Context: an optimization exercise on an open-source flow, tuned for small area and a short achievable clock period. The choices shown serve that exercise and are no tape-out recipe.
The RTL was checked by simulation tests, not by an equivalence proof against the original design.
Power figures rest on the tool's default switching activity, not on a simulated workload.

Design top, start of the top module:
module top(clk,reset,a1,a2,a3,b1,b2,b3,c1,c2,c3,c4,c5,c6,c7,c8,c9);
 input wire clk,reset;
 input wire [7:0] a1,a2,a3,b1,b2,b3;
 output wire [16:0] c1,c2,c3,c4,c5,c6,c7,c8,c9;
 reg [7:0] a01n,a02n,a11n,a12n,a21n,a22n,b10n,b11n,b12n,b20n,b21n,b22n;
 reg [16:0] acc1,acc2,acc3,acc4,acc5,acc6,acc7,acc8,acc9;
 wire [16:0] n1,n2,n3,n4,n5,n6,n7,n8,n9;
 mac_pp m1 (.a(a1),    .b(b1),    .acc(acc1), .reset(reset), .nxt(n1));
 mac_np m2 (.an(a01n), .b(b2),    .acc(acc2), .reset(reset), .nxt(n2));
 mac_np m3 (.an(a02n), .b(b3),    .acc(acc3), .reset(reset), .nxt(n3));
 mac_pn m4 (.a(a2),    .bn(b10n), .acc(acc4), .reset(reset), .nxt(n4));
 mac_nn m5 (.an(a11n), .bn(b11n), .acc(acc5), .reset(reset), .nxt(n5));
 mac_nn m6 (.an(a12n), .bn(b12n), .acc(acc6), .reset(reset), .nxt(n6));
 mac_pn m7 (.a(a3),    .bn(b20n), .acc(acc7), .reset(reset), .nxt(n7));
 mac_nn m8 (.an(a21n), .bn(b21n), .acc(acc8), .reset(reset), .nxt(n8));
 mac_nn m9 (.an(a22n), .bn(b22n), .acc(acc9), .reset(reset), .nxt(n9));
 always @(posedge clk) begin
    if (reset) begin
      a01n <= 8'hff; a02n <= 8'hff; a11n <= 8'hff; a12n <= 8'hff; a21n <= 8'hff; a22n <= 8'hff;
      b10n <= 8'hff; b11n <= 8'hff; b12n <= 8'hff; b20n <= 8'hff; b21n <= 8'hff; b22n <= 8'hff;
    end
    else begin
      a01n <= ~a1; a02n <= a01n; a11n <= ~a2; a12n <= a11n; a21n <= ~a3; a22n <= a21n;
      b10n <= ~b1; b20n <= b10n; b11n <= ~b2; b21n <= b11n; b12n <= ~b3; b22n <= b12n;
    end
  ...
For scale: roughly 2600 cells after synthesis, ~250 flip-flops, ~200 I/O pins, about 0.025 mm^2 of cells after synthesis.
==> flow/config.mk <==
export PLATFORM = sky130hd
export DESIGN_NAME = top
export DESIGN_NICKNAME = top
export VERILOG_FILES = /design/flow/design.v
export SDC_FILE = /design/flow/constraint.sdc
export NUM_CORES = 4
export LEC_CHECK = 0
export CAP_MARGIN = 20
export CORE_MARGIN = 2
export CORE_UTILIZATION = 40
export SETUP_SLACK_MARGIN = 1.95
export SLEW_MARGIN = 20
export SYNTH_HIERARCHICAL = 1
==> flow/constraint.sdc <==
create_clock -name core_clock -period 6.0 [get_ports {clk}]
set_input_delay 1.2000 -clock core_clock [delete_from_list [all_inputs] [get_ports {clk}]]
set_output_delay 1.2000 -clock core_clock [all_outputs]
set_load 0.01 [all_outputs]
standard.sh (not shown) runs the stock make flow with config.mk's settings and CLKGATE_MAP_FILE= SYNTH_SCRIPT=/design/flow/synth_recipe.tcl, a recipe that flattens the netlist after the stock synthesis.
==> flow/flow/run.sh <==
#!/bin/bash
# Standard ORFS layout with buf_1 port buffers (input ones then upsized) and
# no CTS dummy loads.
set -euo pipefail
export BUFFER_PORTS_ARGS="-buffer_cell sky130_fd_sc_hd__buf_1"
export POST_GLOBAL_PLACE_TCL="$(pwd)/flow/post_gpl.tcl"
export CTS_ARGS="-sink_clustering_enable -repair_clock_nets -dont_use_dummy_load -buf_list sky130_fd_sc_hd__clkbuf_8"
export SETUP_MOVE_SEQUENCE="sizeup,swap"
bash standard.sh > standard_flow.log 2>&1
==> flow/flow/post_gpl.tcl <==
# Port buffers are inserted as buf_1; the input ones each drive a PE's partial
# products, so they get a stronger buffer.
foreach inst [get_cells input*] {
  replace_cell $inst sky130_fd_sc_hd__buf_4
}
Rerun with:
==> flow/flow/run.sh (replaced) <==
#!/bin/bash
# Standard ORFS layout with small port buffers and no CTS dummy loads.
set -euo pipefail
export BUFFER_PORTS_ARGS="-buffer_cell sky130_fd_sc_hd__buf_2"
export CTS_ARGS="-sink_clustering_enable -repair_clock_nets -dont_use_dummy_load -buf_list sky130_fd_sc_hd__clkbuf_8"
bash standard.sh > standard_flow.log 2>&1
Settings changed: SETUP_SLACK_MARGIN 1.95 to default.
removed: flow/flow/post_gpl.tcl
=>
- total power decreases by about 6%
- cell area decreases by 4.5%
- routed wire length decreases by 3.0%
- setup slack gets worse by 0.31 ns
- die area does not change
- clock-buffer cell count decreases by 1
- core utilization decreases by 2.1 points
- synthesized cell count is unchanged
- non-clock buffer count does not change
- combinational power decreases by 9.2%
Rerun with:
==> flow/flow/run.sh (replaced) <==
#!/bin/bash
# Standard ORFS layout with buf_1 port buffers (input ones then upsized) and
# no CTS dummy loads.
set -euo pipefail
export BUFFER_PORTS_ARGS="-buffer_cell sky130_fd_sc_hd__buf_1"
export POST_GLOBAL_PLACE_TCL="$(pwd)/flow/post_gpl.tcl"
export CTS_ARGS="-sink_clustering_enable -repair_clock_nets -dont_use_dummy_load -buf_list {sky130_fd_sc_hd__clkbuf_4 sky130_fd_sc_hd__clkbuf_8}"
bash standard.sh > standard_flow.log 2>&1
==> flow/flow/post_gpl.tcl (new file) <==
# Port buffers are inserted as buf_1; the input ones each drive a PE's partial
# products, so they get a stronger buffer.
foreach inst [get_cells input*] {
  replace_cell $inst sky130_fd_sc_hd__buf_4
}
=> Worst hold slack hardly moves. Fmax increases slightly. Global-route usage falls by 0.11 points. Worst setup slack is better by 0.054 ns. Register-to-register slack is better by 0.07 ns. Wire length stays flat. Cell area is about the same. Power came out lower slightly.
Rerun with:
==> flow/flow/run.sh (replaced) <==
#!/bin/bash
# Standard ORFS layout with buf_1 port buffers (input ones then upsized) and
# no CTS dummy loads.
set -euo pipefail
export BUFFER_PORTS_ARGS="-buffer_cell sky130_fd_sc_hd__buf_1"
export POST_GLOBAL_PLACE_TCL="$(pwd)/flow/post_gpl.tcl"
export CTS_ARGS="-sink_clustering_enable -repair_clock_nets -dont_use_dummy_load -buf_list sky130_fd_sc_hd__clkbuf_8"
bash standard.sh > standard_flow.log 2>&1
==> flow/flow/post_gpl.tcl (replaced) <==
# Port buffers are inserted as buf_1; the input ones each drive a PE's partial
# products, so they get a stronger buffer.
foreach inst [get_cells input*] {
  replace_cell $inst sky130_fd_sc_hd__buf_2
}
Settings changed: CORE_UTILIZATION 40 to 60, PLACE_DENSITY from default to 0.8.
The new run went through all stages and came out clean. Clock skew shrinks by 0.017 ns. Setup slack loses 0.28 ns. Total power stays flat. Design area is lower by 2.1%. Global-route usage rises by 9.1 points. Via count went up by about 3.6%. First-iteration DRC count increases by 41%. Sequential power is about the same. Routed wire length is lower by 2.3%.

========
## exp/violet
Another version of the RTL of top (not shown whole).
For scale: about 250 flip-flops, about 200 I/O pins.
export LEC_CHECK = 0
export CAP_MARGIN = 20
export CORE_MARGIN = 2
export CORE_UTILIZATION = 40
export SETUP_SLACK_MARGIN = 1.8
export SLEW_MARGIN = 20
export SYNTH_HIERARCHICAL = 1
create_clock -name core_clock -period 6.0 [get_ports {clk}]
==> flow/flow/run.sh <==
#!/bin/bash
# Standard ORFS layout with buf_1 port buffers (input ones then upsized) and
# no CTS dummy loads.
set -euo pipefail
export BUFFER_PORTS_ARGS="-buffer_cell sky130_fd_sc_hd__buf_1"
export POST_GLOBAL_PLACE_TCL="$(pwd)/flow/post_gpl.tcl"
export CTS_ARGS="-sink_clustering_enable -repair_clock_nets -dont_use_dummy_load -buf_list sky130_fd_sc_hd__clkbuf_8"
export SETUP_MOVE_SEQUENCE="sizeup,swap"
bash standard.sh > standard_flow.log 2>&1
==> flow/flow/post_gpl.tcl <==
# Port buffers are inserted as buf_1; the input ones each drive a PE's partial
# products, so they get a stronger buffer, and so do the inverters they drive.
foreach inst [get_cells input*] {
  replace_cell $inst sky130_fd_sc_hd__buf_4
  foreach pin [get_pins -of_objects [get_nets -of_objects [get_pins [get_full_name $inst]/X]] -filter "direction == input"] {
    set c [get_cells -of_objects $pin]
    if {[get_property $c ref_name] == "sky130_fd_sc_hd__inv_1"} {
      replace_cell $c sky130_fd_sc_hd__inv_4
    }
  }
}
--- input diff exp/violet..exp/umber ---
Settings: a change of SETUP_SLACK_MARGIN from 1.8 to 1.85.
Findings:
- Against exp/violet, exp/umber comes in 3 higher on count of inserted antenna diode cells.
- exp/violet and exp/umber ended up with roughly the same routing usage on met3.
- ~same met2 usage in exp/violet and exp/umber
- Re first-iteration DRC count: exp/umber is 67 up on exp/violet.
- When exp/umber is set beside exp/violet, its register cell area after layout turns out to be about 0.35% larger.
- Compared with exp/violet, exp/umber shows a higher setup slack of the critical path after layout.
- The higher post-route cell area of exp/violet and exp/umber is in exp/umber.
- When exp/umber is measured against exp/violet, its share of total power in combinational logic turns out 0.6 points higher.
- Diff exp/violet -> exp/umber: via count normalized by instance count saw little to no change, final setup TNS saw little to no change.
### exp/umber -> exp/yarrow
Settings: GPL_TIMING_DRIVEN now 0, previously not set.
## What came out
On total wirelength of the detailed-routed design, exp/yarrow and exp/umber are basically level. Final cell count for exp/yarrow: 4.4% up relative to exp/umber. exp/yarrow against exp/umber; static leakage is up by a few percent. Higher critical path depth goes to exp/yarrow over exp/umber. Between exp/yarrow and exp/umber, it is exp/yarrow whose count of clock buffers in the final design is higher, by 2.0%.
Here is what was changed in the inputs of exp/sierra compared with exp/yarrow.
Settings: SETUP_SLACK_MARGIN: 1.85 -> 1.9; GPL_TIMING_DRIVEN: 0 -> unset.
Notes after the runs:
exp/sierra: sequential power about 4% above exp/yarrow
In the flow results for exp/yarrow and exp/sierra, the worst ir drop on vdd is larger on exp/yarrow.
Comparing exp/yarrow and exp/sierra, the lower layout buffer count excluding clock buffers is on exp/sierra.
exp/sierra vs exp/yarrow — layout clock buffer count climbed slightly
exp/yarrow went all the way through the flow, and no timing, DRC or antenna check failed.
exp/sierra completed every stage of the flow, and the final layout passed the timing, design-rule and antenna checks.
The global routing met1 resource utilization of exp/sierra falls short of that of exp/yarrow by 1.6 points.
In the flow results for exp/yarrow and exp/sierra, the clock distribution area overhead in the final layout is smaller on exp/yarrow.
Clock input transition at the sequential cells of the worst setup and hold paths delta (exp/yarrow -> exp/sierra): insignificant
Number of gates on the worst path with buffers counted: lower on exp/sierra

========
## exp/willow
Another version of the RTL of top (not shown whole).
Size: about 2800 cells after synthesis, ~0.025 mm² of cells after synthesis.
clock: 6.0 ns
lec_check: 0
cap_margin: 20
core_margin: 2
core_utilization: 40
setup_slack_margin: 1.95
slew_margin: 20
synth_hierarchical: 1
Scripts as last shown in full above: flow/flow/run.sh, flow/flow/post_gpl.tcl
Here is what was changed in the inputs of exp/harbor compared with exp/willow.
# exp/willow
export LEC_CHECK = 0
export CAP_MARGIN = 20
export CORE_MARGIN = 2
export CORE_UTILIZATION = 40
export SETUP_SLACK_MARGIN = 1.95
export SLEW_MARGIN = 20
export SYNTH_HIERARCHICAL = 1
create_clock -name core_clock -period 6.0 [get_ports {clk}]
# exp/harbor
export LEC_CHECK = 0
export CAP_MARGIN = 20
export CORE_MARGIN = 2
export CORE_UTILIZATION = 40
export SLEW_MARGIN = 20
export SYNTH_HIERARCHICAL = 1
create_clock -name core_clock -period 6.0 [get_ports {clk}]
==> flow/flow/run.sh <==
#!/bin/bash
# Standard ORFS layout with buf_1 port buffers (input ones then upsized) and
# no CTS dummy loads.
set -euo pipefail
export BUFFER_PORTS_ARGS="-buffer_cell sky130_fd_sc_hd__buf_1"
export POST_GLOBAL_PLACE_TCL="$(pwd)/flow/post_gpl.tcl"
export CTS_ARGS="-sink_clustering_enable -repair_clock_nets -dont_use_dummy_load -buf_list sky130_fd_sc_hd__clkbuf_8"
bash standard.sh > standard_flow.log 2>&1
==> flow/flow/post_gpl.tcl <==
# Port buffers are inserted as buf_1; the input ones each drive a PE's partial
# products, so they get a stronger buffer.
foreach inst [get_cells input*] {
  replace_cell $inst sky130_fd_sc_hd__buf_4
}
- exp/harbor completed every stage of the flow, and the final layout passed the timing, design-rule and antenna checks.
- Lower tightest hold margin goes to exp/harbor over exp/willow.
- Comparing exp/willow and exp/harbor, the lower initial antenna violation count is on exp/willow.
- When exp/harbor is measured against exp/willow, its layout overhead on the synthesized area turns out 6.7 points lower.
- Comparing exp/harbor against exp/willow, there is no change at all in cell count after synthesis.
- Reported for exp/willow and exp/harbor, total of flip-flops plus latches after synthesis turned out identical to the last digit.
- Looking only at area used by sequential logic in the layout, and setting everything else aside, the lower value of exp/willow and exp/harbor goes to exp/harbor.
- Comparing setup slack for exp/willow and exp/harbor, the bigger number came from exp/willow.
- Per the comparison of exp/harbor with exp/willow, buffer count from post-CTS setup fixing barely changed, estimated wirelength of the detail-placed design climbed 630 µm, cell area reported after detailed placement dropped about 3.5%.
Changes in exp/xenon relative to exp/harbor:
# exp/harbor
export LEC_CHECK = 0
export CAP_MARGIN = 20
export CORE_MARGIN = 2
export CORE_UTILIZATION = 40
export SLEW_MARGIN = 20
export SYNTH_HIERARCHICAL = 1
create_clock -name core_clock -period 6.0 [get_ports {clk}]
# exp/xenon
export LEC_CHECK = 0
export CAP_MARGIN = 20
export CORE_MARGIN = 2
export CORE_UTILIZATION = 40
export SETUP_SLACK_MARGIN = 1.8
export SLEW_MARGIN = 20
export SYNTH_HIERARCHICAL = 1
create_clock -name core_clock -period 6.0 [get_ports {clk}]
==> flow/flow/run.sh <==
#!/bin/bash
# Standard ORFS layout with buf_1 port buffers (input ones then upsized) and
# no CTS dummy loads.
set -euo pipefail
export BUFFER_PORTS_ARGS="-buffer_cell sky130_fd_sc_hd__buf_1"
export POST_GLOBAL_PLACE_TCL="$(pwd)/flow/post_gpl.tcl"
export CTS_ARGS="-sink_clustering_enable -repair_clock_nets -dont_use_dummy_load -buf_list sky130_fd_sc_hd__clkbuf_8"
export SETUP_MOVE_SEQUENCE="sizeup,swap"
bash standard.sh > standard_flow.log 2>&1
==> flow/flow/post_gpl.tcl <==
# Port buffers are inserted as buf_1; the input ones each drive a PE's partial
# products, so they get a stronger buffer, and so do the inverters they drive.
foreach inst [get_cells input*] {
  replace_cell $inst sky130_fd_sc_hd__buf_4
  foreach pin [get_pins -of_objects [get_nets -of_objects [get_pins [get_full_name $inst]/X]] -filter "direction == input"] {
    set c [get_cells -of_objects $pin]
    if {[get_property $c ref_name] == "sky130_fd_sc_hd__inv_1"} {
      replace_cell $c sky130_fd_sc_hd__inv_4
    }
  }
}
Utilization after layout in exp/xenon is 1.0 points above exp/harbor. Lower fraction of final layout cells with drive strength greater than 1 was reported by exp/harbor, not exp/xenon. Of exp/harbor and exp/xenon, exp/xenon shows the lower combined global-route utilization of all metal layers, with exp/harbor above it. Result for exp/harbor and exp/xenon: all clean.
Modified inputs, exp/amber compared to exp/xenon
# exp/xenon
export LEC_CHECK = 0
export CAP_MARGIN = 20
export CORE_MARGIN = 2
export CORE_UTILIZATION = 40
export SETUP_SLACK_MARGIN = 1.8
export SLEW_MARGIN = 20
export SYNTH_HIERARCHICAL = 1
create_clock -name core_clock -period 6.0 [get_ports {clk}]
# exp/amber
export LEC_CHECK = 0
export CAP_MARGIN = 20
export CORE_MARGIN = 2
export CORE_UTILIZATION = 40
export SETUP_SLACK_MARGIN = 1.85
export SLEW_MARGIN = 20
export SYNTH_HIERARCHICAL = 1
create_clock -name core_clock -period 6.0 [get_ports {clk}]
### Flow results
In the reports for exp/xenon and exp/amber, the larger worst setup margin belongs to exp/amber. In terms of total clock network power, exp/amber and exp/xenon differ only marginally. For the combinational share of power, exp/amber came in 0.4 points higher than exp/xenon did. [exp/amber] via count rose about 0.35% relative to exp/xenon. In exp/amber relative to exp/xenon, combined flip-flop and latch cell area had gone up slightly. Sequential share of layout area of exp/xenon is on par with exp/amber.

========
Another version of the RTL of top (not shown whole).
Size in the first run: roughly 2,700 cells after synthesis, roughly 250 flip-flops, about 200 I/O pins, ~26,000 sq um of cells after synthesis.
==> flow/design.v (excerpt) <==
module top(clk,reset,a1,a2,a3,b1,b2,b3,c1,c2,c3,c4,c5,c6,c7,c8,c9);
Settings: LEC_CHECK=0, CAP_MARGIN=20, CORE_MARGIN=2, CORE_UTILIZATION=40, SETUP_SLACK_MARGIN=2.0, SLEW_MARGIN=20, SYNTH_HIERARCHICAL=1; clock period 6.0 ns.
==> flow/flow/run.sh <==
#!/bin/bash
# Standard ORFS layout with small port buffers and no CTS dummy loads.
set -euo pipefail
export BUFFER_PORTS_ARGS="-buffer_cell sky130_fd_sc_hd__buf_2"
export CTS_ARGS="-sink_clustering_enable -repair_clock_nets -dont_use_dummy_load -buf_list sky130_fd_sc_hd__clkbuf_8"
bash standard.sh > standard_flow.log 2>&1
==> next run, changes <==
- SETUP_SLACK_MARGIN: 2.0 -> 1.0
Effect: The new run finished with timing, DRC and antenna clean. Flip-flop and latch count is unchanged. Clock skew falls by 0.0064 ns. Non-clock buffer count fell by 171. Area after synthesis is unchanged. Global-route usage falls by 0.48 points.

[afterwards: timing with drivers on the ports]
The results above use ideal ports. As a check the final layouts listed here were re-extracted and re-timed, cells and wires unchanged.
Step 1, drivers: a clkbuf_16 drives clk and a buf_2 each remaining input, both assumed.
Step 2, shift: input delay + t, output delay - t, t = (earliest + latest rising clock arrival at the registers) / 2. This alone moves slack from input paths to output paths.
a / b / c = ideal / step 1 / step 2; a / b = the first two.
run	shift t [ns]	setup WS [ns]	worst data-port slew with drivers (ns)	pins driven straight from the clock port
the first run of note 1	0.689	2.050 / 2.075 / 1.386	0.06	1
the second run of note 1	0.677	1.743 / 1.778 / 1.101	0.07	1
the third run of note 1	0.672	1.797 / 1.831 / 1.159	0.07	1
the fourth run of note 1	0.655	1.519 / 1.544 / 0.889	0.04	1
exp/violet	0.674	1.923 / 1.943 / 1.269	0.09	1
exp/umber	0.660	2.001 / 2.026 / 1.366	0.09	1
exp/yarrow	0.681	1.906 / 1.919 / 1.237	0.09	1
exp/sierra	0.676	2.011 / 2.011 / 1.410	0.05	1
exp/willow	0.671	2.047 / 2.077 / 1.406	0.08	1
exp/harbor	0.689	1.688 / 1.716 / 1.027	0.10	1
exp/xenon	0.664	1.976 / 1.963 / 1.299	0.08	1
exp/amber	0.682	2.004 / 2.034 / 1.352	0.08	1
the first run of note 4	0.694	2.009 / 2.040 / 1.347	0.11	1
the second run of note 4	0.684	1.458 / 1.458 / 1.000	0.08	1
After both steps setup and hold are still met in every run listed. The setup slack of exp/xenon, which loses most, moves by -0.013 ns with the drivers and by -0.677 ns with both steps.
